From an optimization exercise on the open Yosys and OpenROAD flow, aimed at small area; shortcuts taken in it are not production practice. In this exercise RTL edits were held to simulation tests only and were not proved equivalent to the original. Power figures rest on the tool's default switching activity, not on a simulated workload.

<file path="design/flow/design.v">
module fa (input a, input b, input c, output s, output co);
  assign s  = a ^ b ^ c;
  assign co = (a & b) | (c & (a ^ b));
endmodule
module ha (input a, input b, output s, output co);
  assign s  = a ^ b;
  assign co = a & b;
endmodule
module pe_array(
  input  clk_i,
  input  rst_ni,
  input  clr_i,
  output clr_o,
  input  we_i,
  output we_o,
  input  [1:0] mode_i,
  input  [64-1:0] srca_word_i,
  output [64-1:0] srca_word_o,
  input  [8-1:0] srcb_i,
  output [64-1:0] wordp_o
);
  reg         run_q, acc_q;
  reg  [63:0] srca_q;
  reg  [55:0] b_q;       
  reg  [8:1]  c_q;       
  reg         c9_q;
  reg  [9:0]  we_q;
  reg  [63:0] wordp_q;
  always @(posedge clk_i or negedge rst_ni) begin
    if (!rst_ni) begin
      run_q <= 1'b0; acc_q <= 1'b0;
      srca_q <= 64'd0; b_q <= 56'd0; c_q <= 8'd0; we_q <= 10'd0;
    end else begin
      run_q  <= 1'b1;
      acc_q  <= run_q & ~acc_q;
      srca_q <= srca_word_i;
      b_q    <= {b_q[47:0], srcb_i};
      c_q    <= {c_q[7:1], clr_i};
      we_q   <= {we_q[8:0], we_i};
    end
  end
  always @(posedge clk_i) c9_q <= c_q[8];
  wire [9:1]  cc  = {c9_q, c_q};
  wire [63:0] psum;
  wire        maxm = (mode_i == 2'b01);   
  function automatic pgt(input [15:0] p, input [7:0] a);
    reg [7:0] x, y;
    reg       c;
    integer   i;
    begin
      x = {~p[7], p[6:0]};
      y = {~a[7], a[6:0]};
      c = 1'b0;
      for (i = 0; i < 8; i = i + 1)
        c = (x[i] & ~y[i]) | (x[i] & c) | (~y[i] & c);
      pgt = (~p[15] & |p[15:7]) | ((~|p[15:7] | &p[15:7]) & c);
    end
  endfunction
  genvar j, k;
  generate for (j = 0; j < 4; j = j + 1) begin : g_pair
    localparam E = 2 * j + 1;
    localparam L = 2 * j;
    wire [7:0] ane = srca_word_i[8*E+7:8*E];   
    wire [7:0] anl = srca_word_i[8*L+7:8*L];
    wire [7:0] ae  = srca_q[8*E+7:8*E];        
    wire [7:0] al  = srca_q[8*L+7:8*L];
    wire [7:0] b   = b_q[8*E-1:8*E-8];         
    wire       adde = ~maxm & ~(cc[E+1] | cc[E+2]);
    wire       addl = ~maxm & ~(cc[L+1] | cc[L+2]);
    reg  [15:0] pe_n, r1_n, r2_n;
    wire [15:0] pe_q = ~pe_n;
    wire [15:0] r1_q = ~r1_n;
    wire [15:0] r2_q = ~r2_n;
    reg         acc, comp, accm;
    always @(posedge clk_i or negedge rst_ni) begin
      if (!rst_ni) begin
        acc <= 1'b0; comp <= 1'b0; accm <= 1'b0;
      end else begin
        acc  <= run_q & ~acc_q;
        comp <= ~run_q | acc_q;
        accm <= run_q & ~acc_q & maxm;
      end
    end
    wire        accc = acc & ~accm;
    reg         gtme_q, gtml_q;  
    always @(posedge clk_i) begin
      gtme_q <= maxm & pgt(pe_q, ane);
      gtml_q <= maxm & pgt(r1_q, anl);
    end
    wire [7:0]  at = ({8{acc}} & al) | ({8{comp}} & ane);
    wire [7:0]  bt = {{7{~accm}} & b[7:1], accm ? ~gtml_q : b[0]};
    wire        z2l = acc & gtml_q & addl;
    wire        z1l = acc & (addl ^ gtml_q);
    wire [15:0] zt = ({16{z1l}} & r2_q) | ({16{z2l}} & {r2_q[14:0], 1'b0});
    wire [15:0] t;
    wire m_pp1;
    wire m_pp2;
    wire m_pp3;
    wire m_pp4;
    wire m_pp5;
    wire m_pp6;
    wire m_pp7;
    wire m_pp8;
    wire m_pp9;
    wire m_pp10;
    wire m_pp11;
    wire m_pp12;
    wire m_pp13;
    wire m_pp14;
    wire m_pp15;
    wire m_pp16;
    wire m_pp17;
    wire m_pp18;
    wire m_pp19;
    wire m_pp20;
    wire m_pp21;
    wire m_pp22;
    wire m_pp23;
    wire m_pp24;
    wire m_pp25;
    wire m_pp26;
    wire m_pp27;
    wire m_pp28;
    wire m_pp29;
    wire m_pp30;
    wire m_pp31;
    wire m_pp32;
    wire m_pp33;
    wire m_pp34;
    wire m_pp35;
    wire m_pp36;
    wire m_pp37;
    wire m_pp38;
    wire m_pp39;
    wire m_pp40;
    wire m_pp41;
    wire m_pp42;
    wire m_pp43;
    wire m_pp44;
    wire m_pp45;
    wire m_pp46;
    wire m_pp47;
    wire m_pp48;
    wire m_pp49;
    wire m_pp50;
    wire m_pp51;
    wire m_pp52;
    wire m_pp53;
    wire m_pp54;
    wire m_pp55;
    wire m_pp56;
    wire m_pp57;
    wire m_pp58;
    wire m_pp59;
    wire m_pp60;
    wire m_pp61;
    wire m_pp62;
    wire m_pp63;
    wire m_pp64;
    wire m_s65;
    wire m_c66;
    wire m_s67;
    wire m_c68;
    wire m_s69;
    wire m_c70;
    wire m_s71;
    wire m_c72;
    wire m_s73;
    wire m_c74;
    wire m_s75;
    wire m_c76;
    wire m_s77;
    wire m_c78;
    wire m_s79;
    wire m_c80;
    wire m_s81;
    wire m_c82;
    wire m_s83;
    wire m_c84;
    wire m_s85;
    wire m_c86;
    wire m_s87;
    wire m_c88;
    wire m_s89;
    wire m_c90;
    wire m_s91;
    wire m_c92;
    wire m_s93;
    wire m_c94;
    wire m_s95;
    wire m_c96;
    wire m_s97;
    wire m_c98;
    wire m_s99;
    wire m_c100;
    wire m_s101;
    wire m_c102;
    wire m_s103;
    wire m_c104;
    wire m_s105;
    wire m_c106;
    wire m_s107;
    wire m_c108;
    wire m_s109;
    wire m_c110;
    wire m_s111;
    wire m_c112;
    wire m_s113;
    wire m_c114;
    wire m_s115;
    wire m_c116;
    wire m_s117;
    wire m_c118;
    wire m_s119;
    wire m_c120;
    wire m_s121;
    wire m_c122;
    wire m_s123;
    wire m_c124;
    wire m_s125;
    wire m_c126;
    wire m_s127;
    wire m_c128;
    wire m_s129;
    wire m_c130;
    wire m_s131;
    wire m_c132;
    wire m_s133;
    wire m_c134;
    wire m_s135;
    wire m_c136;
    wire m_s137;
    wire m_c138;
    wire m_s139;
    wire m_c140;
    wire m_s141;
    wire m_c142;
    wire m_s143;
    wire m_c144;
    wire m_s145;
    wire m_c146;
    wire m_s147;
    wire m_c148;
    wire m_s149;
    wire m_c150;
    wire m_s151;
    wire m_c152;
    wire m_s153;
    wire m_c154;
    wire m_s155;
    wire m_c156;
    wire m_s157;
    wire m_c158;
    wire m_s159;
    wire m_c160;
    wire m_s161;
    wire m_c162;
    wire m_s163;
    wire m_c164;
    wire m_s165;
    wire m_c166;
    wire m_s167;
    wire m_c168;
    wire m_s169;
    wire m_c170;
    wire m_s171;
    wire m_c172;
    wire m_s173;
    wire m_c174;
    wire m_s175;
    wire m_c176;
    wire m_s177;
    wire m_c178;
    wire m_s179;
    wire m_c180;
    wire m_s181;
    wire m_c182;
    wire m_s183;
    wire m_c184;
    wire m_s185;
    wire m_c186;
    wire m_s187;
    wire m_c188;
    wire m_s189;
    wire m_c190;
    wire m_s191;
    wire m_c192;
    wire m_o193;
    wire m_o194;
    wire m_p195;
    wire m_o196;
    wire m_p197;
    wire m_o198;
    wire m_p199;
    wire m_k200;
    wire m_s201;
    wire m_c202;
    wire m_s203;
    wire m_c204;
    wire m_s205;
    wire m_c206;
    wire m_s207;
    wire m_c208;
    wire m_o209;
    wire m_o210;
    wire m_p211;
    wire m_o212;
    wire m_p213;
    wire m_o214;
    wire m_p215;
    wire m_k216;
    wire m_s217;
    wire m_c218;
    wire m_s219;
    wire m_c220;
    wire m_s221;
    wire m_c222;
    wire m_s223;
    wire m_o224;
    wire m_o225;
    wire m_p226;
    wire m_o227;
    wire m_p228;
    wire m_o229;
    wire m_p230;
    wire m_o231;
    assign m_pp1 = at[0] & bt[0];
    assign m_pp2 = at[0] & bt[1];
    assign m_pp3 = at[0] & bt[2];
    assign m_pp4 = at[0] & bt[3];
    assign m_pp5 = at[0] & bt[4];
    assign m_pp6 = at[0] & bt[5];
    assign m_pp7 = at[0] & bt[6];
    assign m_pp8 = ~(at[0] & bt[7]);
    assign m_pp9 = at[1] & bt[0];
    assign m_pp10 = at[1] & bt[1];
    assign m_pp11 = at[1] & bt[2];
    assign m_pp12 = at[1] & bt[3];
    assign m_pp13 = at[1] & bt[4];
    assign m_pp14 = at[1] & bt[5];
    assign m_pp15 = at[1] & bt[6];
    assign m_pp16 = ~(at[1] & bt[7]);
    assign m_pp17 = at[2] & bt[0];
    assign m_pp18 = at[2] & bt[1];
    assign m_pp19 = at[2] & bt[2];
    assign m_pp20 = at[2] & bt[3];
    assign m_pp21 = at[2] & bt[4];
    assign m_pp22 = at[2] & bt[5];
    assign m_pp23 = at[2] & bt[6];
    assign m_pp24 = ~(at[2] & bt[7]);
    assign m_pp25 = at[3] & bt[0];
    assign m_pp26 = at[3] & bt[1];
    assign m_pp27 = at[3] & bt[2];
    assign m_pp28 = at[3] & bt[3];
    assign m_pp29 = at[3] & bt[4];
    assign m_pp30 = at[3] & bt[5];
    assign m_pp31 = at[3] & bt[6];
    assign m_pp32 = ~(at[3] & bt[7]);
    assign m_pp33 = at[4] & bt[0];
    assign m_pp34 = at[4] & bt[1];
    assign m_pp35 = at[4] & bt[2];
    assign m_pp36 = at[4] & bt[3];
    assign m_pp37 = at[4] & bt[4];
    assign m_pp38 = at[4] & bt[5];
    assign m_pp39 = at[4] & bt[6];
    assign m_pp40 = ~(at[4] & bt[7]);
    assign m_pp41 = at[5] & bt[0];
    assign m_pp42 = at[5] & bt[1];
    assign m_pp43 = at[5] & bt[2];
    assign m_pp44 = at[5] & bt[3];
    assign m_pp45 = at[5] & bt[4];
    assign m_pp46 = at[5] & bt[5];
    assign m_pp47 = at[5] & bt[6];
    assign m_pp48 = ~(at[5] & bt[7]);
    assign m_pp49 = at[6] & bt[0];
    assign m_pp50 = at[6] & bt[1];
    assign m_pp51 = at[6] & bt[2];
    assign m_pp52 = at[6] & bt[3];
    assign m_pp53 = at[6] & bt[4];
    assign m_pp54 = at[6] & bt[5];
    assign m_pp55 = at[6] & bt[6];
    assign m_pp56 = ~(at[6] & bt[7]);
    assign m_pp57 = ~(at[7] & bt[0]);
    assign m_pp58 = ~(at[7] & bt[1]);
    assign m_pp59 = ~(at[7] & bt[2]);
    assign m_pp60 = ~(at[7] & bt[3]);
    assign m_pp61 = ~(at[7] & bt[4]);
    assign m_pp62 = ~(at[7] & bt[5]);
    assign m_pp63 = ~(at[7] & bt[6]);
    assign m_pp64 = at[7] & bt[7];
    ha u_m_s65 (.a(m_pp14), .b(m_pp21), .s(m_s65), .co(m_c66));
    fa u_m_s67 (.a(m_pp15), .b(m_pp22), .c(m_pp29), .s(m_s67), .co(m_c68));
    ha u_m_s69 (.a(m_pp36), .b(m_pp43), .s(m_s69), .co(m_c70));
    fa u_m_s71 (.a(1'b1), .b(m_pp16), .c(m_pp23), .s(m_s71), .co(m_c72));
    fa u_m_s73 (.a(m_pp30), .b(m_pp37), .c(m_pp44), .s(m_s73), .co(m_c74));
    fa u_m_s75 (.a(m_pp24), .b(m_pp31), .c(m_pp38), .s(m_s75), .co(m_c76));
    ha u_m_s77 (.a(m_pp12), .b(m_pp19), .s(m_s77), .co(m_c78));
    fa u_m_s79 (.a(m_pp13), .b(m_pp20), .c(m_pp27), .s(m_s79), .co(m_c80));
    ha u_m_s81 (.a(m_pp34), .b(m_pp41), .s(m_s81), .co(m_c82));
    fa u_m_s83 (.a(m_pp28), .b(m_pp35), .c(m_pp42), .s(m_s83), .co(m_c84));
    fa u_m_s85 (.a(m_pp49), .b(m_pp7), .c(m_s65), .s(m_s85), .co(m_c86));
    fa u_m_s87 (.a(m_pp50), .b(m_pp57), .c(m_pp8), .s(m_s87), .co(m_c88));
    fa u_m_s89 (.a(m_c66), .b(m_s69), .c(m_s67), .s(m_s89), .co(m_c90));
    fa u_m_s91 (.a(m_pp51), .b(m_pp58), .c(m_c70), .s(m_s91), .co(m_c92));
    fa u_m_s93 (.a(m_c68), .b(m_s71), .c(m_s73), .s(m_s93), .co(m_c94));
    fa u_m_s95 (.a(m_pp45), .b(m_pp52), .c(m_pp59), .s(m_s95), .co(m_c96));
    fa u_m_s97 (.a(m_c72), .b(m_c74), .c(m_s75), .s(m_s97), .co(m_c98));
    fa u_m_s99 (.a(m_pp32), .b(m_pp39), .c(m_pp46), .s(m_s99), .co(m_c100));
    fa u_m_s101 (.a(m_pp53), .b(m_pp60), .c(m_c76), .s(m_s101), .co(m_c102));
    fa u_m_s103 (.a(m_pp40), .b(m_pp47), .c(m_pp54), .s(m_s103), .co(m_c104));
    ha u_m_s105 (.a(m_pp11), .b(m_pp18), .s(m_s105), .co(m_c106));
    fa u_m_s107 (.a(m_pp26), .b(m_pp33), .c(m_pp5), .s(m_s107), .co(m_c108));
    fa u_m_s109 (.a(m_pp6), .b(m_c78), .c(m_s81), .s(m_s109), .co(m_c110));
    fa u_m_s111 (.a(m_c82), .b(m_c80), .c(m_s83), .s(m_s111), .co(m_c112));
    fa u_m_s113 (.a(m_c84), .b(m_s87), .c(m_c86), .s(m_s113), .co(m_c114));
    fa u_m_s115 (.a(m_c88), .b(m_s91), .c(m_c90), .s(m_s115), .co(m_c116));
    fa u_m_s117 (.a(m_s95), .b(m_c92), .c(m_c94), .s(m_s117), .co(m_c118));
    fa u_m_s119 (.a(m_c96), .b(m_s99), .c(m_s101), .s(m_s119), .co(m_c120));
    fa u_m_s121 (.a(m_pp61), .b(m_c100), .c(m_s103), .s(m_s121), .co(m_c122));
    fa u_m_s123 (.a(m_pp48), .b(m_pp55), .c(m_pp62), .s(m_s123), .co(m_c124));
    ha u_m_s125 (.a(m_pp10), .b(m_pp17), .s(m_s125), .co(m_c126));
    fa u_m_s127 (.a(m_pp25), .b(m_pp4), .c(m_s105), .s(m_s127), .co(m_c128));
    fa u_m_s129 (.a(m_c106), .b(m_s77), .c(m_s107), .s(m_s129), .co(m_c130));
    fa u_m_s131 (.a(m_c108), .b(m_s79), .c(m_s109), .s(m_s131), .co(m_c132));
    fa u_m_s133 (.a(m_c110), .b(m_s85), .c(m_s111), .s(m_s133), .co(m_c134));
    fa u_m_s135 (.a(m_c112), .b(m_s89), .c(m_s113), .s(m_s135), .co(m_c136));
    fa u_m_s137 (.a(m_s93), .b(m_c114), .c(m_s115), .s(m_s137), .co(m_c138));
    fa u_m_s139 (.a(m_s97), .b(m_c116), .c(m_s117), .s(m_s139), .co(m_c140));
    fa u_m_s141 (.a(m_c98), .b(m_c118), .c(m_s119), .s(m_s141), .co(m_c142));
    fa u_m_s143 (.a(m_c102), .b(m_s121), .c(m_c120), .s(m_s143), .co(m_c144));
    fa u_m_s145 (.a(m_c104), .b(m_s123), .c(m_c122), .s(m_s145), .co(m_c146));
    fa u_m_s147 (.a(m_pp56), .b(m_pp63), .c(m_c124), .s(m_s147), .co(m_c148));
    fa u_m_s149 (.a(m_pp2), .b(m_pp9), .c(zt[1]), .s(m_s149), .co(m_c150));
    fa u_m_s151 (.a(m_pp3), .b(m_s125), .c(zt[2]), .s(m_s151), .co(m_c152));
    fa u_m_s153 (.a(m_c126), .b(m_s127), .c(zt[3]), .s(m_s153), .co(m_c154));
    fa u_m_s155 (.a(m_c128), .b(m_s129), .c(zt[4]), .s(m_s155), .co(m_c156));
    fa u_m_s157 (.a(m_c130), .b(m_s131), .c(zt[5]), .s(m_s157), .co(m_c158));
    fa u_m_s159 (.a(m_c132), .b(m_s133), .c(zt[6]), .s(m_s159), .co(m_c160));
    fa u_m_s161 (.a(m_c134), .b(m_s135), .c(zt[7]), .s(m_s161), .co(m_c162));
    fa u_m_s163 (.a(m_c136), .b(m_s137), .c(zt[8]), .s(m_s163), .co(m_c164));
    fa u_m_s165 (.a(m_c138), .b(m_s139), .c(zt[9]), .s(m_s165), .co(m_c166));
    fa u_m_s167 (.a(m_c140), .b(m_s141), .c(zt[10]), .s(m_s167), .co(m_c168));
    fa u_m_s169 (.a(m_c142), .b(m_s143), .c(zt[11]), .s(m_s169), .co(m_c170));
    fa u_m_s171 (.a(m_s145), .b(m_c144), .c(zt[12]), .s(m_s171), .co(m_c172));
    fa u_m_s173 (.a(m_s147), .b(m_c146), .c(zt[13]), .s(m_s173), .co(m_c174));
    fa u_m_s175 (.a(m_pp64), .b(m_c148), .c(zt[14]), .s(m_s175), .co(m_c176));
    ha u_m_s177 (.a(m_pp1), .b(zt[0]), .s(m_s177), .co(m_c178));
    ha u_m_s179 (.a(m_s149), .b(m_c178), .s(m_s179), .co(m_c180));
    fa u_m_s181 (.a(m_c150), .b(m_s151), .c(m_c180), .s(m_s181), .co(m_c182));
    fa u_m_s183 (.a(m_c152), .b(m_s153), .c(m_c182), .s(m_s183), .co(m_c184));
    ha u_m_s185 (.a(m_c154), .b(m_s155), .s(m_s185), .co(m_c186));
    fa u_m_s187 (.a(m_c156), .b(m_s157), .c(m_c186), .s(m_s187), .co(m_c188));
    fa u_m_s189 (.a(m_c158), .b(m_s159), .c(m_c188), .s(m_s189), .co(m_c190));
    fa u_m_s191 (.a(m_c160), .b(m_s161), .c(m_c190), .s(m_s191), .co(m_c192));
    assign m_o193 = m_s185 ^ m_c184;
    assign m_o194 = m_s187 ^ (m_c184 & m_s185);
    assign m_p195 = m_s185 & m_s187;
    assign m_o196 = m_s189 ^ (m_c184 & m_p195);
    assign m_p197 = m_p195 & m_s189;
    assign m_o198 = m_s191 ^ (m_c184 & m_p197);
    assign m_p199 = m_p197 & m_s191;
    assign m_k200 = m_c192 | (m_c184 & m_p199);
    ha u_m_s201 (.a(m_c162), .b(m_s163), .s(m_s201), .co(m_c202));
    fa u_m_s203 (.a(m_c164), .b(m_s165), .c(m_c202), .s(m_s203), .co(m_c204));
    fa u_m_s205 (.a(m_c166), .b(m_s167), .c(m_c204), .s(m_s205), .co(m_c206));
    fa u_m_s207 (.a(m_c168), .b(m_s169), .c(m_c206), .s(m_s207), .co(m_c208));
    assign m_o209 = m_s201 ^ m_k200;
    assign m_o210 = m_s203 ^ (m_k200 & m_s201);
    assign m_p211 = m_s201 & m_s203;
    assign m_o212 = m_s205 ^ (m_k200 & m_p211);
    assign m_p213 = m_p211 & m_s205;
    assign m_o214 = m_s207 ^ (m_k200 & m_p213);
    assign m_p215 = m_p213 & m_s207;
    assign m_k216 = m_c208 | (m_k200 & m_p215);
    ha u_m_s217 (.a(m_c170), .b(m_s171), .s(m_s217), .co(m_c218));
    fa u_m_s219 (.a(m_c172), .b(m_s173), .c(m_c218), .s(m_s219), .co(m_c220));
    fa u_m_s221 (.a(m_c174), .b(m_s175), .c(m_c220), .s(m_s221), .co(m_c222));
    assign m_s223 = zt[15] ^ m_c176 ^ m_c222;
    assign m_o224 = m_s217 ^ m_k216;
    assign m_o225 = m_s219 ^ (m_k216 & m_s217);
    assign m_p226 = m_s217 & m_s219;
    assign m_o227 = m_s221 ^ (m_k216 & m_p226);
    assign m_p228 = m_p226 & m_s221;
    assign m_o229 = m_s223 ^ (m_k216 & m_p228);
    assign m_p230 = m_p228 & m_s223;
    assign m_o231 = ~m_o229;
    assign t = {m_o231, m_o227, m_o225, m_o224, m_o214, m_o212, m_o210, m_o209, m_o198, m_o196, m_o194, m_o193, m_s183, m_s181, m_s179, m_s177};
    wire        z2e = acc & gtme_q & adde;
    wire        z1e = comp | (acc & (adde ^ gtme_q));
    wire [15:0] ze = ({16{z1e}} & pe_q) | ({16{z2e}} & {pe_q[14:0], 1'b0});
    wire        mxe = accm & ~gtme_q;
    wire [15:0] xe = ({16{accc}} & r1_q) | ({16{mxe}} & {{8{ae[7]}}, ae});
    wire [15:0] pe_d;
    wire a_s1;
    wire a_c2;
    wire a_s3;
    wire a_c4;
    wire a_s5;
    wire a_c6;
    wire a_s7;
    wire a_c8;
    wire a_s9;
    wire a_c10;
    wire a_s11;
    wire a_c12;
    wire a_s13;
    wire a_c14;
    wire a_s15;
    wire a_c16;
    wire a_s17;
    wire a_c18;
    wire a_s19;
    wire a_c20;
    wire a_s21;
    wire a_c22;
    wire a_o23;
    wire a_o24;
    wire a_p25;
    wire a_o26;
    wire a_p27;
    wire a_o28;
    wire a_p29;
    wire a_o30;
    wire a_p31;
    wire a_k32;
    wire a_s33;
    wire a_c34;
    wire a_s35;
    wire a_c36;
    wire a_s37;
    wire a_c38;
    wire a_s39;
    wire a_c40;
    wire a_s41;
    wire a_o42;
    wire a_o43;
    wire a_p44;
    wire a_o45;
    wire a_p46;
    wire a_o47;
    wire a_p48;
    wire a_o49;
    wire a_p50;
    ha u_a_s1 (.a(xe[0]), .b(ze[0]), .s(a_s1), .co(a_c2));
    fa u_a_s3 (.a(xe[1]), .b(ze[1]), .c(a_c2), .s(a_s3), .co(a_c4));
    fa u_a_s5 (.a(xe[2]), .b(ze[2]), .c(a_c4), .s(a_s5), .co(a_c6));
    fa u_a_s7 (.a(xe[3]), .b(ze[3]), .c(a_c6), .s(a_s7), .co(a_c8));
    fa u_a_s9 (.a(xe[4]), .b(ze[4]), .c(a_c8), .s(a_s9), .co(a_c10));
    fa u_a_s11 (.a(xe[5]), .b(ze[5]), .c(a_c10), .s(a_s11), .co(a_c12));
    ha u_a_s13 (.a(xe[6]), .b(ze[6]), .s(a_s13), .co(a_c14));
    fa u_a_s15 (.a(xe[7]), .b(ze[7]), .c(a_c14), .s(a_s15), .co(a_c16));
    fa u_a_s17 (.a(xe[8]), .b(ze[8]), .c(a_c16), .s(a_s17), .co(a_c18));
    fa u_a_s19 (.a(xe[9]), .b(ze[9]), .c(a_c18), .s(a_s19), .co(a_c20));
    fa u_a_s21 (.a(xe[10]), .b(ze[10]), .c(a_c20), .s(a_s21), .co(a_c22));
    assign a_o23 = a_s13 ^ a_c12;
    assign a_o24 = a_s15 ^ (a_c12 & a_s13);
    assign a_p25 = a_s13 & a_s15;
    assign a_o26 = a_s17 ^ (a_c12 & a_p25);
    assign a_p27 = a_p25 & a_s17;
    assign a_o28 = a_s19 ^ (a_c12 & a_p27);
    assign a_p29 = a_p27 & a_s19;
    assign a_o30 = a_s21 ^ (a_c12 & a_p29);
    assign a_p31 = a_p29 & a_s21;
    assign a_k32 = a_c22 | (a_c12 & a_p31);
    ha u_a_s33 (.a(xe[11]), .b(ze[11]), .s(a_s33), .co(a_c34));
    fa u_a_s35 (.a(xe[12]), .b(ze[12]), .c(a_c34), .s(a_s35), .co(a_c36));
    fa u_a_s37 (.a(xe[13]), .b(ze[13]), .c(a_c36), .s(a_s37), .co(a_c38));
    fa u_a_s39 (.a(xe[14]), .b(ze[14]), .c(a_c38), .s(a_s39), .co(a_c40));
    assign a_s41 = xe[15] ^ ze[15] ^ a_c40;
    assign a_o42 = a_s33 ^ a_k32;
    assign a_o43 = a_s35 ^ (a_k32 & a_s33);
    assign a_p44 = a_s33 & a_s35;
    assign a_o45 = a_s37 ^ (a_k32 & a_p44);
    assign a_p46 = a_p44 & a_s37;
    assign a_o47 = a_s39 ^ (a_k32 & a_p46);
    assign a_p48 = a_p46 & a_s39;
    assign a_o49 = a_s41 ^ (a_k32 & a_p48);
    assign a_p50 = a_p48 & a_s41;
    assign pe_d = {a_o49, a_o47, a_o45, a_o43, a_o42, a_o30, a_o28, a_o26, a_o24, a_o23, a_s11, a_s9, a_s7, a_s5, a_s3, a_s1};
    always @(posedge clk_i) begin
      pe_n <= ~pe_d;
      r1_n <= ~t;
      r2_n <= r1_n;
    end
    wire [7:0] pl = acc ? r2_q[15:8] : r1_q[15:8];
    assign psum[8*E+7:8*E] = pe_q[15:8] & {8{~(acc & cc[E+2])}};
    assign psum[8*L+7:8*L] = pl & {8{~(acc & cc[L+2])}};
  end endgenerate
  generate for (k = 0; k < 8; k = k + 1) begin : g_out
    always @(posedge clk_i or negedge rst_ni) begin
      if (!rst_ni) wordp_q[8*k+7:8*k] <= 8'd0;
      else if (we_q[2+k]) wordp_q[8*k+7:8*k] <= psum[8*k+7:8*k];
    end
  end endgenerate
  assign clr_o       = c_q[1];
  assign we_o        = we_q[0];
  assign srca_word_o = srca_q;
  assign wordp_o     = wordp_q;
endmodule
</file>
<file path="design/flow/flow/run.sh">
#!/bin/bash
# The standard layout (standard synthesis, floorplan, placement, CTS, routing)
# with one change in how the layout is made: the port buffers use the
# smallest buffer cell (the resizer still upsizes any that need it).
set -o pipefail
bash standard.sh "BUFFER_PORTS_ARGS=-buffer_cell sky130_fd_sc_hd__buf_1" finish > standard.log 2>&1
</file>
<file path="design/flow/standard.sh">
#!/bin/bash
# synth_recipe.tcl (not shown) runs the flow's synth.tcl, then flattens the netlist and writes it again
# the make line also repeats each setting of config.mk as NAME=value (left out here)
make -C /OpenROAD-flow-scripts/flow DESIGN_CONFIG=/design/flow/config.mk WORK_HOME=/design/flow/orfs CLKGATE_MAP_FILE= SYNTH_SCRIPT=/design/flow/synth_recipe.tcl "${@:-finish}"
</file>
<file path="design/flow/config.mk">
export PLATFORM = sky130hd
export DESIGN_NAME = pe_array
export DESIGN_NICKNAME = pe_array
export VERILOG_FILES = /design/flow/design.v
export SDC_FILE = /design/flow/constraint.sdc
export NUM_CORES = 4
export LEC_CHECK = 0
export ABC_AREA = 0
export CAP_MARGIN = 20
export CORE_MARGIN = 2
export CORE_UTILIZATION = 75
export CTS_CLUSTER_DIAMETER = 70
export CTS_CLUSTER_SIZE = 20
export GPL_TIMING_DRIVEN = 0
export SLEW_MARGIN = 20
export SYNTH_HIERARCHICAL = 1
</file>
<file path="design/flow/constraint.sdc">
create_clock -name core_clock -period 6.0 [get_ports {clk_i}]
set_input_delay 1.2000 -clock core_clock [delete_from_list [all_inputs] [get_ports {clk_i}]]
set_output_delay 1.2000 -clock core_clock [all_outputs]
set_load 0.01 [all_outputs]
</file>
==> flow_metrics.py, run 1 <==
metrics = {
    "run_status": {
        "status": "finished with violations",
        "so_faults": "setup timing",
    },
    "yosys": {
        "yosys-top-cells-area": "fa_1, dfrtp_1, dfxtp_1",
        "synth_fa_ha_area_frac": 0.2885,
        "synth.cell_area_sq_um": 23420,
        "yosys_warnings": 7,
        "ys_top_cells_by_count": "nor2_1, fa_1, dfrtp_1, dfxtp_1, o22ai_1",
        "synth_top_family_by_area": "adder cells",
        "avgSynthCellArea_sq_um": 11.51,
        "synthXorXnorAreaFrac": 0.03441,
        "synthMuxAreaShare": 0.01881,
        "synth_compound_area_frac": 0.1149,
        "synth_top_cell_by_area": "fa_1",
        "synthArstFlopShare": 0.5061,
        "synth_edf_count": 0,
        "synth-seq-area-share": 0.3920,
        "synthDistinctLibCells": 58,
        "ys.flop_type": "dfrtp_1",
        "netlist_instances": 2035,
        "synth-simple-area-share": 0.1193,
        "yosysMostFrequentCell": "nor2_1",
        "synth_top_area_share": 0.2462,
        "ys_ff_latch": 407,
    },
    "setup_path": {
        "cp_common_cell": "fa_1",
        "endpoint_kind": "register",
        "arrival_ns": 6.49,
        "required_ns": 6.46,
        "critical_path_peak_fanout": 10,
        "cp_slowest_cell": "fa_1",
        "r2r_slack_ns": -0.03,
        "cpPeakStageDelay_ns": 0.55,
        "critPathLaunchType": "register",
        "worstSetupPathType": "register to register",
        "crit_chain": "buf_12 > buf_12 > a22oi_2 > nor2_2 > fa_1 > fa_2 > fa_1 > fa_1 > fa_1 > ha_2 > fa_2 > fa_2 > fa_1 > and4_1 > a21oi_2 > inv_1 > ha_1 > xnor2_1",
    },
    "place": {
        "place_area_sq_um": 24840,
        "gp_congestion": 0.9078,
        "dp_hpwl_mm": 46.10,
        "port-buffer-count": 207,
        "dpl.cell_count": 2648,
    },
    "clock_network": {
        "clockBufferDepth": 3,
        "clk_latency_ns": 0.58,
        "root_buffer": "clkbuf_16",
        "h-tree-depth": 1,
        "cts_sinks": 407,
        "cts_hold_buffers": 0,
        "cts_tree": "yes",
        "clk_pin_slew_ns": 0.08,
        "cts_made_buffers": 28,
    },
    "sta": {
        "hold_viol": 0,
        "setup_slack_ns": -0.02617,
        "whs_ns": 0.3485,
        "skew_ns": 0.01648,
        "timing.final.max_slew_violations": 0,
        "tightest_slew_ns": 0.6396,
        "period_needed_ns": 6.026,
        "clock.fmax_ghz": 0.1659,
        "slew_headroom": 0.5736,
        "period_share": 1.004,
        "rsz0062_at_grt": "true",
        "setup_viol": 1,
    },
    "drt": {
        "drcViolationCount": 0,
        "avgViaCountPerCell": 6.535,
        "wl_mm": 64.57,
        "drt_iter0_markers": 1666,
        "via_count": 17950,
        "antenna_left": 0,
        "drt_first_pass_iters": 8,
        "wl_per_cell_um": 23.51,
    },
    "pwr": {
        "power_density_nw_per_um2": 465.6,
        "total_leakage_power_nw": 11.36,
        "worst_ir_drop_vdd_v": 0.0004383,
        "total_power_mw": 12.36,
    },
    "run": {
        "cap_violations": 0,
    },
    "layout": {
        "fin_cells": 2747,
        "final_area_sq_um": 26550,
        "syn_to_final_growth_pct": 13.39,
        "layout-drive-gt1-share": 0.1238,
        "fin_nets": 2771,
        "diodes": 0,
    },
    "floorplan": {
        "core-area_sq_um": 30670,
        "fp-row-count": 64,
        "die_area_sq_um": 32650,
        "ioPinCount": 208,
        "die_x_um": 180.7,
        "start_util": 0.7635,
        "die_h_um": 180.7,
    },
    "global_routing": {
        "first_global_vias": 18440,
        "grt_pass1_wl_mm": 100.0,
        "grt_max_degree": 36,
        "grt_use_total": 0.3956,
        "overflow": 0,
        "antenna_found_initial": 0,
    },
    "worst_hold_path": {
        "hp-class": "register to register",
    },
}
report_power, final:
group          switching, mW  internal [mW]  leakage, nW
Combinational           2.95           2.70         6.76
Clock                   1.02           1.13        0.486
Sequential             0.912           3.65         4.12
critical path: cells and delay by family (launching register included):
family	cells	cell delay (ns)
DFF	1	0.44
buffers and inverters	3	0.40
and+or+nand+nor	2	0.27
adders and majority gates	10	4.16
xor gates and xnor gates	1	0.12
AOI/OAI and AO/OA	2	0.51
what timing repair did:
action                                  CTS  global route
endpoints found under the setup margin   20            16
resized for setup                        26            56
pin swaps                                16            33
setup buffers                            25            41
layer usage:
| layer | global-route usage | wire (um) |
|---|---|---|
| met1 | 0.5246 | 24180 |
| met2 | 0.6224 | 30640 |
| met4 | 0.2035 | 3584 |
| met5 | 0 | 0 |
| met3 | 0.08768 | 6168 |
modules after synthesis, one instance, submodules excluded:
| module | times used | cells | flip-flops and latches |
|---|---|---|---|
| pe_array | 1 | 1691 | 407 |
| ha | 56 | 1 | 0 |
| fa | 288 | 1 | 0 |
logic make-up (layout without fill, tap and decap cells):
family | after synthesis | after routing
AND/OR/NAND/NOR | 574 | 574
flip-flops | 407 | 407
AO/OA/AOI/OAI | 400 | 400
adder cells (fa/ha/maj) | 368 | 368
buffers and inverters | 161 | 473
XOR/XNOR | 84 | 84
multiplexers | 40 | 40
other | 1 | 5
cells in the final DEF (no fill, tap or decap), types with 12 or more instances in the layout:
master     instances
o22ai_1          128
dfxtp_1          201
o21ai_0           84
fa_1             280
clkbuf_16         31
xnor2_1           58
nor2_1           299
o221ai_1          21
clkbuf_1          30
dfrtp_1          206
nand4_1           19
o21a_1            21
inv_1             70
nor4_1            18
mux2_2            32
ha_1              75
a31oi_1           16
and3_1            16
a22oi_2           28
buf_2             19
xor2_1            20
a21oi_1           42
nand2_1           60
buf_6             12
and2_1            12
buf_1            210
nand2b_1          74
buf_4             68
cell type report:
class                           count  area (sq um)
Timing Repair Buffer              279          1410
Clock buffer                       39         794.5
Tap cell                          396         495.5
Multi-Input combinational cell   1471         13690
Fill cell                        1551          4119
Clock inverter                     13         209.0
Buffer                             72         506.7
Sequential cell                   407          9179
Inverter                           70         262.8
final timing paths:
path                                from                 end  depth (start not counted)
setup / recovery           g_pair[3].acc  g_pair[1].r1_n[13]                         18
hold / removal                   b_q[43]             b_q[51]                          0
setup reg to reg           g_pair[3].acc  g_pair[1].r1_n[13]                         18
hold reg to reg                  b_q[43]             b_q[51]                          0
max in group asynchronous         rst_ni          srca_q[15]                          4
min in group asynchronous         rst_ni          srca_q[44]                          1
registers in the layout, summed over array words and instances (netlist names):
signal,count
g_pair.r2_n,64
g_pair.r1_n,64
c9_q,1
we_q,10
g_pair.pe_n,64
srca_q,64
g_pair.acc,1
c_q,8
run_q,1
g_pair.gtme_q,4
wordp_q,64
g_pair.accm,1
g_pair.comp,1
b_q,56
g_pair.gtml_q,4
per-stage QoR:
stage	setup TNS [ns]	util	setup WS, ns
global placement	-1172.70	0.8060	-5.669
floorplan	0	-	0.002938
CTS	-0.01897	0.8502	-0.01897
detailed placement	-10.69	0.8100	-0.7517
finish	-0.02617	0.8657	-0.02617
global route	-0.3443	0.8657	-0.1015
==> inputs of run 2 (changes only) <==
--- a/design/flow/config.mk
+++ b/design/flow/config.mk
@@ -12,5 +12,4 @@
 export CTS_CLUSTER_DIAMETER = 70
 export CTS_CLUSTER_SIZE = 20
-export GPL_TIMING_DRIVEN = 0
 export SLEW_MARGIN = 20
 export SYNTH_HIERARCHICAL = 1
==> run 2 against run 1 <==
Now clean on timing, DRC and antenna. First-iteration DRC count fell by 13%. Non-clock buffer count fell by 10. Register-to-register slack improved by 0.09 ns. Routed wire length fell by 5.4%. Design area fell by 0.98%. Worst setup slack improved by 0.091 ns. Worst hold slack improved by 0.0013 ns. Sequential power rose by 1%. Power rose by 0.98%. Core utilization fell by 0.84 points. Via count fell by 2.2%. Critical path type unchanged. Critical endpoint is now g_pair[2].r1_n[12]. Highest routed layer is now met5.
==> flow_metrics.py, run 2 <==
metrics = {
    "sta": {
        "skew_ns": 0.01948,
        "timing.final.max_slew_violations": 0,
        "period_share": 0.9892,
        "rsz0062_at_grt": "true",
        "period_needed_ns": 5.935,
        "setup_viol": 0,
        "hold_viol": 0,
        "slew_headroom": 0.3716,
        "whs_ns": 0.3499,
        "setup_slack_ns": 0.06478,
        "finalSetupTns_ns": 0,
        "tightest_slew_ns": 0.9426,
        "clock.fmax_ghz": 0.1685,
    },
    "setup_path": {
        "r2r_slack_ns": 0.06,
        "arrival_ns": 6.41,
        "worstSetupPathType": "register to register",
        "critical_path_peak_fanout": 6,
        "endpoint_kind": "register",
        "required_ns": 6.47,
        "rr_endpoint": "g_pair[2].r1_n[12]",
        "r2r-start": "g_pair[3].acc",
        "reg2regPathDepth": 19,
        "critPathLaunchType": "register",
    },
    "drt": {
        "wl_mm": 61.11,
        "antenna_left": 0,
        "drt_first_pass_iters": 5,
        "drt_iter0_markers": 1457,
        "avgViaCountPerCell": 6.415,
        "drcViolationCount": 0,
        "via_count": 17560,
        "wl_per_cell_um": 22.33,
    },
    "layout": {
        "num-fill-cells": 1609,
        "fin_nets": 2761,
        "syn_to_final_growth_pct": 12.28,
        "layout_common_cells": "nor2_1, fa_1, buf_1",
        "final_common_cell": "nor2_1",
        "final_area_sq_um": 26290,
        "layout-drive-gt1-share": 0.1264,
        "fin_cells": 2737,
        "diodes": 0,
        "fin_util": 0.8573,
    },
    "global_routing": {
        "grt_use_total": 0.3875,
        "overflow": 0,
        "grt_pass1_wl_mm": 99.66,
        "first_global_vias": 18700,
        "grt_max_degree": 98,
        "antenna_found_initial": 1,
    },
    "worst_hold_path": {
        "hp-class": "register to register",
        "whs_path_depth": 0,
        "worstHoldStart": "b_q[47]",
        "whs_endpoint": "b_q[55]",
    },
    "place": {
        "pre_cts_slack_ns": -0.4025,
        "place_area_sq_um": 25230,
        "gp_congestion": 0.9645,
        "port-buffer-count": 207,
        "dp_hpwl_mm": 46.18,
        "dpl.cell_count": 2675,
    },
    "yosys": {
        "synthDistinctLibCells": 58,
        "netlist_instances": 2035,
        "synth_top_area_share": 0.2462,
        "ys.flop_type": "dfrtp_1",
        "synth_top_cell_by_area": "fa_1",
        "yosys-top-cells-area": "fa_1, dfrtp_1, dfxtp_1",
        "synth-seq-area-share": 0.3920,
        "avgSynthCellArea_sq_um": 11.51,
        "ys_ff_latch": 407,
        "synth_edf_count": 0,
        "synthArstFlopShare": 0.5061,
        "synth.cell_area_sq_um": 23420,
        "yosysMostFrequentCell": "nor2_1",
        "ys_top_cells_by_count": "nor2_1, fa_1, dfrtp_1, dfxtp_1, o22ai_1",
        "yosys_warnings": 7,
    },
    "floorplan": {
        "fp-row-count": 64,
        "core-area_sq_um": 30670,
        "die_area_sq_um": 32650,
        "die_x_um": 180.7,
        "ioPinCount": 208,
        "start_util": 0.7635,
        "die_h_um": 180.7,
    },
    "clock_network": {
        "clk_latency_ns": 0.58,
        "clockBufferDepth": 3,
        "clk_pin_slew_ns": 0.08,
        "cts_sinks": 407,
        "h-tree-depth": 1,
        "cts_made_buffers": 28,
        "cts_tree": "yes",
        "root_buffer": "clkbuf_16",
    },
    "pwr": {
        "total_power_mw": 12.48,
        "power_density_nw_per_um2": 474.8,
        "worst_ir_drop_vdd_v": 0.0003863,
        "total_leakage_power_nw": 11.29,
    },
    "run_status": {
        "status": "complete, no violations",
    },
    "run": {
        "cap_violations": 0,
    },
}
run 2: metal layers:
layer  up-vias  global-route usage  share of wire
li1       7544                   -              -
met1      8834              0.5223           0.38
met2       981              0.6417           0.49
met3       198             0.06833          0.088
met4         2              0.1400          0.041
met5         -                   0        0.00025
run 2: area by class of cell:
cell class,count,area (sq um),area share
clock buffer,37,754.5,0.02870
tap,396,495.5,0.01885
timing repair buffer,341,1853,0.07048
clock inverter,15,156.4,0.005949
multi-input combinational,1471,13590,0.5167
inverter,70,262.8,0.009994
sequential,407,9184,0.3493
run 2: cell families (layout without fill, tap and decap cells):
| family | Yosys count | count (layout) | share of synthesized area |
|---|---|---|---|
| simple gates | 574 | 574 | 0.1193 |
| flops | 407 | 407 | 0.3920 |
| compound gates | 400 | 400 | 0.1149 |
| fa+ha+maj | 368 | 368 | 0.2885 |
| buf+inv | 161 | 463 | 0.03190 |
| xor+xnor | 84 | 84 | 0.03441 |
| mux | 40 | 40 | 0.01881 |
| other cells | 1 | 5 | 0.0001601 |
run 2: where the power goes:
part           internal, mW  leakage (nW)  switching [mW]
combinational          2.86          6.73            3.03
clock                 0.960         0.445            1.02
sequential             3.65          4.12           0.962
run 2: worst max-delay path by stage:
stage                    endpoint  depth (start not counted)            start  slack (ns)
6_report       g_pair[2].r1_n[12]                         19    g_pair[3].acc        0.06
5_1_grt        g_pair[2].r1_n[13]                         18    g_pair[3].acc       -0.07
4_1_cts        g_pair[1].r1_n[13]                         17    g_pair[3].acc        0.08
3_5_place_dp   g_pair[1].r1_n[13]                         17  srca_word_i[25]       -0.40
3_3_place_gp   g_pair[1].r1_n[13]                         17  srca_word_i[25]       -0.23
2_1_floorplan  g_pair[0].r1_n[13]                         16   srca_word_i[9]       0.003
run 2: what timing repair did:
action	CTS	global route
hold buffers	0	0
setup endpoints to repair	0	8
gates resized for setup	0	22
buffers inserted	0	10
run 2: per-module statistics from Yosys (local to each module, per instance):
module,cells inside,times used,flip-flops and latches,area (sq um)
fa,1,288,0,20.02
pe_array,1691,1,407,16950
ha,1,56,0,12.51
run 2: worst max-delay path: stages, from the launching register on:
cell,delay [ns]
dfrtp_4,0.55
buf_12,0.17
buf_4,0.13
a22oi_2,0.29
buf_4,0.17
nor2_2,0.03
fa_1,0.47
fa_2,0.36
fa_1,0.46
fa_1,0.52
fa_1,0.52
ha_2,0.20
fa_2,0.34
fa_2,0.35
fa_1,0.49
and4_1,0.19
a21oi_2,0.21
inv_1,0.10
ha_4,0.26
inv_1,0.03
==> inputs of run 3 (changes only) <==
--- a/design/flow/config.mk
+++ b/design/flow/config.mk
@@ -12,4 +12,5 @@
 export CTS_CLUSTER_DIAMETER = 70
 export CTS_CLUSTER_SIZE = 20
+export SETUP_SLACK_MARGIN = 0.2
 export SLEW_MARGIN = 20
 export SYNTH_HIERARCHICAL = 1
==> run 3 against run 2 <==
Synthesized cell count unchanged. Combinational power decreased by 3%. Highest routed layer unchanged. Critical endpoint is now g_pair[3].r1_n[13]. Still clean on timing, DRC and antenna. Area after synthesis unchanged. Largest cell class unchanged. Worst hold slack improved by 0.0028 ns. Sequential share of layout area increased by 0.21 points. Non-clock buffer count decreased by 6.
==> flow_metrics.py, run 3 <==
metrics = {
    "run_status": {
        "status": "complete, no violations",
    },
    "setup_path": {
        "required_ns": 6.47,
        "cp_common_cell": "fa_1",
        "endpoint_kind": "register",
        "cp_slowest_cell": "dfrtp_4",
        "critical_path_peak_fanout": 15,
        "worstSetupPathType": "register to register",
        "cpPeakStageDelay_ns": 0.53,
        "critPathLaunchType": "register",
        "crit_chain": "buf_12 > a22oi_2 > nor2_2 > fa_1 > fa_2 > fa_1 > fa_1 > fa_1 > ha_2 > fa_2 > fa_2 > fa_1 > and4_1 > a21oi_2 > inv_1 > ha_1 > xnor2_1",
        "arrival_ns": 6.14,
    },
    "global_routing": {
        "antenna_found_initial": 1,
        "use_met1": 0.5223,
        "met3_usage": 0.06269,
        "overflow": 0,
        "first_global_vias": 18330,
        "busiest_layer": "met2",
        "grt_max_degree": 98,
        "grtUsageMet2": 0.6187,
        "grt_use_total": 0.3809,
        "grt_pass1_wl_mm": 98.24,
    },
    "pwr": {
        "worst_ir_drop_vdd_v": 0.0003881,
        "total_leakage_power_nw": 11.18,
        "power_density_nw_per_um2": 464.6,
    },
    "yosys": {
        "yosys_warnings": 7,
        "yosys-top-cells-area": "fa_1, dfrtp_1, dfxtp_1",
        "synth_top_area_share": 0.2462,
        "yosysMostFrequentCell": "nor2_1",
        "ys.flop_type": "dfrtp_1",
        "ys_ff_latch": 407,
        "synth.cell_area_sq_um": 23420,
        "synth-seq-area-share": 0.3920,
        "ys_top_cells_by_count": "nor2_1, fa_1, dfrtp_1, dfxtp_1, o22ai_1",
        "synthArstFlopShare": 0.5061,
        "synth_edf_count": 0,
        "synth_top_cell_by_area": "fa_1",
        "avgSynthCellArea_sq_um": 11.51,
        "netlist_instances": 2035,
        "synthDistinctLibCells": 58,
    },
    "drt": {
        "drt_iter0_markers": 1646,
        "antenna_left": 0,
        "wl_per_cell_um": 21.95,
        "wl_mm": 59.87,
        "drt_first_pass_iters": 5,
        "via_count": 17450,
        "avgViaCountPerCell": 6.398,
        "drcViolationCount": 0,
    },
    "sta": {
        "period_needed_ns": 5.672,
        "whs_ns": 0.3526,
        "tightest_slew_ns": 0.9325,
        "rsz0062_at_grt": "true",
        "slew_headroom": 0.3783,
        "setup_slack_ns": 0.3278,
        "clock.fmax_ghz": 0.1763,
        "timing.final.max_slew_violations": 0,
        "period_share": 0.9454,
        "skew_ns": 0.02035,
        "setup_viol": 0,
        "hold_viol": 0,
    },
    "layout": {
        "fin_util": 0.8524,
        "syn_to_final_growth_pct": 11.65,
        "final_area_sq_um": 26140,
        "layout_common_cells": "nor2_1, fa_1, buf_1",
        "final_common_cell": "nor2_1",
        "layout-drive-gt1-share": 0.1240,
        "fin_nets": 2753,
        "diodes": 0,
    },
    "clock_network": {
        "cts_tree": "yes",
        "h-tree-depth": 1,
        "clk_latency_ns": 0.58,
        "clockBufferDepth": 3,
        "root_buffer": "clkbuf_16",
        "cts_sinks": 407,
        "cts_made_buffers": 26,
        "clk_pin_slew_ns": 0.09,
        "cts_hold_buffers": 0,
    },
    "place": {
        "dp_hpwl_mm": 45.73,
        "place_area_sq_um": 25180,
        "gp_congestion": 0.9645,
        "pre_cts_slack_ns": -0.2863,
        "port-buffer-count": 207,
    },
    "worst_hold_path": {
        "hp-class": "register to register",
    },
    "floorplan": {
        "fp-row-count": 64,
        "die_x_um": 180.7,
        "start_util": 0.7635,
        "die_area_sq_um": 32650,
        "ioPinCount": 208,
        "core-area_sq_um": 30670,
        "die_h_um": 180.7,
    },
    "run": {
        "cap_violations": 0,
    },
}
run 3: cell types whose count changed in the layout (fill, tap and decap cells not counted), moves of 3 or more:
cell | previous run | this run
fa_2 | 8 | 12
buf_4 | 128 | 124
clkinv_2 | 4 | 1
nand2b_2 | 6 | 10
nand2b_1 | 78 | 75
clkinv_4 | 3 | 0
ha_2 | 2 | 5
clkbuf_1 | 7 | 14
fa_1 | 280 | 276
run 3: cell type report:
cell class	count	area, sq um
Multi-Input combinational cell	1471	13600
Tap cell	396	495.5
Inverter	70	262.8
Clock buffer	42	753.2
Clock inverter	6	56.30
Timing Repair Buffer	335	1792
Sequential cell	407	9186
Fill cell	1652	4526
run 3: path summary, 6_finish.rpt:
path | startpoint | cells after the start | slack (ns) | to
worst max register to register | g_pair[3].acc | 17 | 0.33 | g_pair[3].r1_n[13]
worst min-delay path | we_q[1] | 0 | 0.35 | we_q[2]
worst min register to register | we_q[1] | 0 | 0.35 | we_q[2]
min in group asynchronous | rst_ni | 1 | 0.73 | srca_q[32]
max in group asynchronous | rst_ni | 2 | 3.98 | wordp_q[27]
worst max-delay path | g_pair[3].acc | 17 | 0.33 | g_pair[3].r1_n[13]
run 3: repair_timing:
item	4_1_cts	5_1_grt
buffers inserted	0	15
gates resized for setup	0	14
setup endpoints to repair	0	13
run 3: layer usage:
metal,wire [um],up-vias
met5,13,-
met4,2743,2
met3,5207,198
met2,29290,930
met1,22610,8794
li1,-,7522
run 3: kinds of logic after synthesis:
logic type / count (synthesis) / share of synthesized area
compound gates: 400 / 0.1149
xor+xnor: 84 / 0.03441
fa+ha+maj: 368 / 0.2885
buf+inv: 161 / 0.03190
flops: 407 / 0.3920
mux: 40 / 0.01881
other cells: 1 / 0.0001601
simple gates: 574 / 0.1193
run 3: where the power goes:
group	leakage, nW	switching (mW)	internal (mW)
registers	4.12	0.933	3.65
logic	6.68	2.93	2.79
clock network	0.392	0.962	0.881
run 3: Yosys stat by module, one instance, submodules excluded:
module    cells  area [sq um]
pe_array   1691         16950
ha            1         12.51
fa            1         20.02
run 3: worst max-delay path: cells and delay by family (launching register included):
| family | cells | cell delay (ns) |
|---|---|---|
| xor gates and xnor gates | 1 | 0.13 |
| adders and majority gates | 10 | 3.86 |
| and+or+nand+nor | 2 | 0.25 |
| buffers and inverters | 2 | 0.24 |
| AOI/OAI and AO/OA | 2 | 0.54 |
| DFF | 1 | 0.53 |
run 3: through the flow:
stage                     cells  power, mW  TNS (ns)
after floorplan            2039      8.376         0
after global placement     2664      9.789   -0.8261
after detailed placement   2664      10.11    -2.352
after CTS                  2712      12.04         0
after global routing       2727      13.04         0
final                      2727      12.15         0
==> inputs of run 4 (changes only) <==
--- a/design/flow/config.mk
+++ b/design/flow/config.mk
@@ -12,5 +12,5 @@
 export CTS_CLUSTER_DIAMETER = 70
 export CTS_CLUSTER_SIZE = 20
-export SETUP_SLACK_MARGIN = 0.2
+export SETUP_SLACK_MARGIN = 0.1
 export SLEW_MARGIN = 20
 export SYNTH_HIERARCHICAL = 1
==> run 4 against run 3 <==
Worst hold slack gained 0.00057 ns. Fmax shrank 0.68%. First-iteration DRC count grew 2.2%.
==> flow_metrics.py, run 4 <==
metrics = {
    "floorplan": {
        "start_util": 0.7635,
        "core-area_sq_um": 30670,
        "die_x_um": 180.7,
        "fp-row-count": 64,
        "die_area_sq_um": 32650,
        "ioPinCount": 208,
        "die_h_um": 180.7,
    },
    "sta": {
        "whs_ns": 0.3532,
        "rsz0062_at_grt": "true",
        "period_share": 0.9519,
        "clock.fmax_ghz": 0.1751,
        "tightest_slew_ns": 0.9481,
        "timing.final.max_slew_violations": 0,
        "finalSetupTns_ns": 0,
        "hold_viol": 0,
        "setup_viol": 0,
        "slew_headroom": 0.3679,
        "period_needed_ns": 5.711,
        "skew_ns": 0.01978,
    },
    "layout": {
        "fin_nets": 2741,
        "layout_common_cells": "nor2_1, fa_1, buf_1",
        "fin_cells": 2715,
        "syn_to_final_growth_pct": 11.12,
        "final_common_cell": "nor2_1",
        "diodes": 0,
        "fin_util": 0.8484,
        "layout-drive-gt1-share": 0.1143,
    },
    "clock_network": {
        "clockBufferDepth": 3,
        "cts_tree": "yes",
        "cts_sinks": 407,
        "cts_made_buffers": 26,
        "root_buffer": "clkbuf_16",
        "clk_latency_ns": 0.57,
        "h-tree-depth": 1,
        "clk_pin_slew_ns": 0.09,
        "cts_hold_buffers": 0,
    },
    "setup_path": {
        "required_ns": 6.46,
        "arrival_ns": 6.17,
        "crit_start": "srca_word_i[27]",
        "endpoint_kind": "register",
        "r2r-start": "g_pair[3].acc",
        "critical_path_peak_fanout": 5,
        "rr_endpoint": "g_pair[1].r1_n[13]",
        "critical_path.endpoint": "g_pair[1].r1_n[13]",
        "critPathLaunchType": "input pin",
        "worstSetupPathType": "input pin to register",
        "reg2regPathDepth": 17,
        "r2r_slack_ns": 0.32,
    },
    "drt": {
        "avgViaCountPerCell": 6.400,
        "drt_first_pass_iters": 7,
        "via_count": 17380,
        "antenna_left": 0,
        "drt_iter0_markers": 1682,
        "wl_mm": 59.53,
        "drcViolationCount": 0,
        "wl_per_cell_um": 21.92,
    },
    "worst_hold_path": {
        "hp-class": "register to register",
        "worstHoldStart": "b_q[9]",
        "whs_path_depth": 0,
    },
    "global_routing": {
        "grt_pass1_wl_mm": 98.24,
        "first_global_vias": 18330,
        "antenna_found_initial": 1,
        "overflow": 0,
        "grt_use_total": 0.3809,
        "grt_max_degree": 98,
    },
    "yosys": {
        "synth_edf_count": 0,
        "synth_top_cell_by_area": "fa_1",
        "netlist_instances": 2035,
        "synthArstFlopShare": 0.5061,
        "yosys_warnings": 7,
        "ys_top_cells_by_count": "nor2_1, fa_1, dfrtp_1, dfxtp_1, o22ai_1",
        "ys_ff_latch": 407,
        "yosysMostFrequentCell": "nor2_1",
        "yosys-top-cells-area": "fa_1, dfrtp_1, dfxtp_1",
        "synth_top_area_share": 0.2462,
        "avgSynthCellArea_sq_um": 11.51,
        "synth.cell_area_sq_um": 23420,
        "synth-seq-area-share": 0.3920,
        "synthDistinctLibCells": 58,
        "ys.flop_type": "dfrtp_1",
    },
    "place": {
        "dp_hpwl_mm": 45.73,
        "port-buffer-count": 207,
        "dpl.cell_count": 2664,
        "gp_congestion": 0.9645,
    },
    "run_status": {
        "status": "complete, no violations",
    },
    "run": {
        "cap_violations": 0,
    },
    "pwr": {
        "total_power_mw": 12.07,
        "worst_ir_drop_vdd_v": 0.0003849,
        "power_density_nw_per_um2": 463.9,
        "total_leakage_power_nw": 11.13,
    },
}
-- run 4: per-layer routing --
metal  wire, um  global-route usage
met3       5058             0.06269
met4       2739              0.1510
met2      29050              0.6187
met5         13                   0
met1      22670              0.5223
-- run 4: power by group --
group,internal (mW),total (mW),switching (mW),leakage (nW)
clock network,0.881,1.84,0.958,0.392
logic,2.74,5.65,2.91,6.62
registers,3.65,4.59,0.935,4.12
total,7.27,12.1,4.80,11.1
-- run 4: how the worst min path moves through the flow --
stage              end  slack, ns
2_1_floorplan  b_q[16]       0.33
3_3_place_gp   b_q[37]       0.33
3_5_place_dp   b_q[35]       0.33
4_1_cts        we_q[2]       0.35
5_1_grt        we_q[2]       0.36
6_report       b_q[17]       0.35
-- run 4: modules after synthesis, one instance, submodules excluded --
module / flip-flops and latches / cells inside / area (sq um)
pe_array: 407 / 1691 / 16950
fa: 0 / 1 / 20.02
ha: 0 / 1 / 12.51
-- run 4: kinds of logic after synthesis --
family,after synthesis,synth area share
adders and majority gates,368,0.2885
xor gates and xnor gates,84,0.03441
muxes,40,0.01881
other,1,0.0001601
and+or+nand+nor,574,0.1193
buffers and inverters,161,0.03190
DFF,407,0.3920
AOI/OAI and AO/OA,400,0.1149
-- run 4: per-stage QoR --
stage | worst slack, ns | instance area, sq um
after floorplan | 0.08010 | 23490
after global placement | -0.1596 | 25180
after detailed placement | -0.2863 | 25180
after CTS | 0.2252 | 25990
after global routing | 0.08836 | 26020
final | 0.2889 | 26020
-- run 4: critical path: stages --
cell and delay, ns:
buf_1 0.13, a22oi_2 0.30, nor2_1 0.12, fa_1 0.52, fa_2 0.37, fa_1 0.48
fa_1 0.54, fa_1 0.43, ha_2 0.19, fa_2 0.34, fa_2 0.34, fa_1 0.46
and4_1 0.18, a21oi_2 0.19, inv_1 0.06, ha_1 0.18, xnor2_1 0.12
-- run 4: final cells by class --
cell class / instances / area, sq um
Sequential cell: 407 / 9186
Clock buffer: 42 / 753.2
Tap cell: 396 / 495.5
Inverter: 70 / 262.8
Fill cell: 1690 / 4648
Timing Repair Buffer: 323 / 1702
Multi-Input combinational cell: 1471 / 13570
Clock inverter: 6 / 56.30
-- run 4: what timing repair did --
item,4_1_cts,5_1_grt
endpoints found under the setup margin,0,8
setup buffers,0,3
endpoints found under the hold margin,0,0
resized for setup,0,2
==> inputs of run 5 (changes only) <==
==> design/flow/config.mk (replaced) <==
export PLATFORM = sky130hd
export DESIGN_NAME = pe_array
export DESIGN_NICKNAME = pe_array
export VERILOG_FILES = /design/flow/design.v
export SDC_FILE = /design/flow/constraint.sdc
export NUM_CORES = 4
export LEC_CHECK = 0
export ABC_AREA = 1
export CAP_MARGIN = 20
export CORE_MARGIN = 2
export CORE_UTILIZATION = 75
export CTS_CLUSTER_DIAMETER = 60
export CTS_CLUSTER_SIZE = 26
export SLEW_MARGIN = 20
export SYNTH_HIERARCHICAL = 1
==> run 5 against run 4 <==
Largest power group unchanged. Worst setup slack worse by 0.063 ns. Area after synthesis is 2.2% higher. Critical endpoint is now g_pair[1].r1_n[15]. Largest cell class unchanged. Sequential power is 3% lower.
==> flow_metrics.py, run 5 <==
metrics = {
    "run_status": {
        "status": "complete, no violations",
    },
    "place": {
        "port-buffer-count": 207,
        "place_area_sq_um": 25910,
        "dpl.cell_count": 3182,
        "dp_hpwl_mm": 45.86,
        "gp_congestion": 0.9372,
    },
    "drt": {
        "antenna_left": 0,
        "avgViaCountPerCell": 5.914,
        "wl_per_cell_um": 18.51,
        "drt_iter0_markers": 1494,
        "drt_first_pass_iters": 7,
        "drcViolationCount": 0,
        "via_count": 19140,
        "wl_mm": 59.90,
    },
    "setup_path": {
        "cp_slowest_cell": "fa_1",
        "cp_common_cell": "fa_1",
        "r2r-start": "g_pair[3].comp",
        "critical_path.endpoint": "g_pair[1].r1_n[15]",
        "r2r_slack_ns": 0.23,
        "rr_endpoint": "g_pair[1].r1_n[15]",
        "required_ns": 6.53,
        "cpPeakStageDelay_ns": 0.53,
        "reg2regPathDepth": 19,
        "arrival_ns": 6.31,
        "worstSetupPathType": "register to register",
        "critical_path_peak_fanout": 18,
        "endpoint_kind": "register",
        "critPathLaunchType": "register",
        "crit_start": "g_pair[3].comp",
        "crit_chain": "clkinv_1 > buf_4 > o22ai_1 > inv_1 > nor2_1 > fa_1 > fa_1 > fa_1 > fa_1 > fa_1 > fa_1 > fa_1 > fa_1 > nand3_1 > nand2_1 > nand2_1 > inv_1 > nand2_1 > nand2_1",
    },
    "pwr": {
        "total_leakage_power_nw": 13.27,
        "swShare": 0.4117,
        "intPower_mw": 7.259,
        "p_clk_frac": 0.171,
        "worst_ir_drop_vdd_v": 0.0003125,
        "power_density_nw_per_um2": 458.0,
        "power.net_switching_mw": 5.081,
        "power_frac_seq": 0.362,
        "combPwrFrac": 0.467,
    },
    "layout": {
        "diodes": 0,
        "layout_common_cells": "nand2_1, inv_1, fa_1",
        "num-fill-cells": 1753,
        "regArea_sq_um": 9180,
        "multi_input_area_sq_um": 13040,
        "layout-drive-gt1-share": 0.07234,
        "fin_nets": 3253,
        "fin_util": 0.8561,
        "final_area_sq_um": 26940,
        "syn_to_final_growth_pct": 12.63,
        "final_common_cell": "nand2_1",
        "fin_cells": 3236,
    },
    "global_routing": {
        "grt_max_degree": 80,
        "grt_use_total": 0.3755,
        "overflow": 0,
        "antenna_found_initial": 0,
        "first_global_vias": 20250,
        "grt_pass1_wl_mm": 99.04,
    },
    "clock_network": {
        "clk_latency_ns": 0.59,
        "cts_hold_buffers": 0,
        "h-tree-depth": 1,
        "cts_sinks": 407,
        "cts_made_buffers": 29,
        "root_buffer": "clkbuf_16",
        "clk_pin_slew_ns": 0.09,
        "clockBufferDepth": 3,
        "cts_tree": "yes",
    },
    "yosys": {
        "yosysMostFrequentCell": "nand2_1",
        "ys_top_cells_by_count": "nand2_1, inv_1, fa_1, nor2_1, dfrtp_1",
        "synth_top_cell_by_area": "fa_1",
        "avgSynthCellArea_sq_um": 9.550,
        "synth-seq-area-share": 0.3837,
        "netlist_instances": 2505,
        "synthDistinctLibCells": 41,
        "yosys_warnings": 7,
        "ys.flop_type": "dfrtp_1",
        "synth.cell_area_sq_um": 23920,
        "synthArstFlopShare": 0.5061,
        "synth_edf_count": 0,
        "yosys-top-cells-area": "fa_1, dfrtp_1, dfxtp_1",
        "synth_top_area_share": 0.2410,
        "ys_ff_latch": 407,
    },
    "sta": {
        "skew_ns": 0.02121,
        "clock.fmax_ghz": 0.1732,
        "setup_viol": 0,
        "timing.final.max_slew_violations": 0,
        "hold_viol": 0,
        "period_needed_ns": 5.775,
        "rsz0062_at_grt": "false",
        "tightest_slew_ns": 0.9896,
        "slew_headroom": 0.3403,
        "period_share": 0.9624,
    },
    "floorplan": {
        "die_area_sq_um": 33340,
        "die_h_um": 182.6,
        "ioPinCount": 208,
        "die_x_um": 182.6,
        "core-area_sq_um": 31470,
        "start_util": 0.7601,
        "fp-row-count": 65,
    },
    "run": {
        "cap_violations": 0,
    },
    "worst_hold_path": {
        "hp-class": "register to register",
    },
}
-- run 5: power groups by stage --
stage	clock, mW	combinational (mW)	sequential, mW
after floorplan	0	4.01	4.27
after global placement	0	5.24	4.42
after detailed placement	0	5.64	4.46
after CTS	2.12	5.75	4.42
after global routing	2.22	6.54	4.55
final	2.11	5.76	4.46
-- run 5: worst min-delay path by stage --
stage          cells after the start  slack, ns  endpoint     from
2_1_floorplan                      0       0.33   b_q[16]   b_q[8]
3_3_place_gp                       0       0.33   b_q[52]  b_q[44]
3_5_place_dp                       0       0.33   b_q[55]  b_q[47]
4_1_cts                            0       0.35   b_q[55]  b_q[47]
5_1_grt                            0       0.36   b_q[48]  b_q[40]
6_report                           0       0.35   b_q[52]  b_q[44]
-- run 5: worst max-delay path, delay by kind of cell (launching register included) --
family                   cells  cell delay (ns)
adder cells (fa/ha/maj)      8             3.67
buffers and inverters        4             0.70
AND/OR/NAND/NOR              6             0.63
flip-flops                   1             0.36
AO/OA/AOI/OAI                1             0.35
-- run 5: area by class of cell --
type,count,area share
multi-input cells,1659,0.4839
flip-flops and latches,407,0.3407
repair buffers,326,0.06445
inverters,388,0.05452
clock buffers,33,0.02749
well taps,402,0.01867
clock inverters,21,0.01031
-- run 5: per-layer routing --
metal	part of all wire	global-route usage
met1	0.39	0.4984
met2	0.49	0.6411
met3	0.076	0.05049
met4	0.039	0.1371
met5	0	0
-- run 5: kinds of logic after synthesis --
family	count (synthesis)	synth area share
AOI/OAI and AO/OA	348	0.08436
xor gates and xnor gates	56	0.02050
adders and majority gates	364	0.2808
buffers and inverters	443	0.07249
DFF	407	0.3837
other	1	0.0001568
and+or+nand+nor	886	0.1581
-- run 5: Yosys stat by module (local to each module, per instance) --
module    cells  times used  area, sq um  flip-flops and latches
fa            1         288        20.02                       0
ha            1          56        12.51                       0
pe_array   2161           1        17460                     407
-- run 5: repair_timing --
item | in CTS | in global routing
resized for setup | 0 | 5
buffers inserted | 0 | 0
setup endpoints to repair | 0 | 13
-- run 5: stage by stage --
stage / worst slack (ns) / hold WS [ns] / setup TNS [ns] / power (mW)
after floorplan: 0.1933 / 0.3312 / 0 / 8.287
after global placement: -0.1294 / 0.3315 / -0.9072 / 9.665
after detailed placement: -0.2788 / 0.3347 / -3.480 / 10.09
after CTS: 0.1583 / 0.3523 / 0 / 12.29
after global routing: 0.005138 / 0.3571 / 0 / 13.32
final: 0.2255 / 0.3458 / 0 / 12.34

## afterwards: timing with drivers on the ports
The flow's constraints put no driver on any port. The routed layouts listed below were extracted and timed again, unchanged, in two steps. Step 1 assumes that a clkbuf_16 drives the clock port and a buf_2 every other input. Step 2 adds t to the input delays and takes it off the output delays; t is the mean of the earliest and latest rising clock arrival at the registers after step 1. Input paths then give back, and output paths get back, about the clock's delay inside the block. Slacks: ideal ports / drivers / drivers and shift; pairs: ideal ports / drivers.
| run | t (ns) | setup slack, ns | cell pins on the clock port's net |
|---|---|---|---|
| run 1 | 0.631 | -0.026 / -0.026 / -0.599 | 1 |
| run 2 | 0.628 | 0.065 / 0.065 / -0.366 | 1 |
| run 3 | 0.619 | 0.328 / 0.328 / -0.251 | 1 |
| run 4 | 0.616 | 0.289 / 0.318 / -0.295 | 1 |
| run 5 | 0.639 | 0.225 / 0.225 / -0.333 | 1 |
Met with ideal ports but missed after step 2: setup timing in run 2, run 3, run 4 and run 5. For run 4, which loses most, drivers alone change the setup slack by +0.029 ns; drivers and shift together by -0.584 ns.
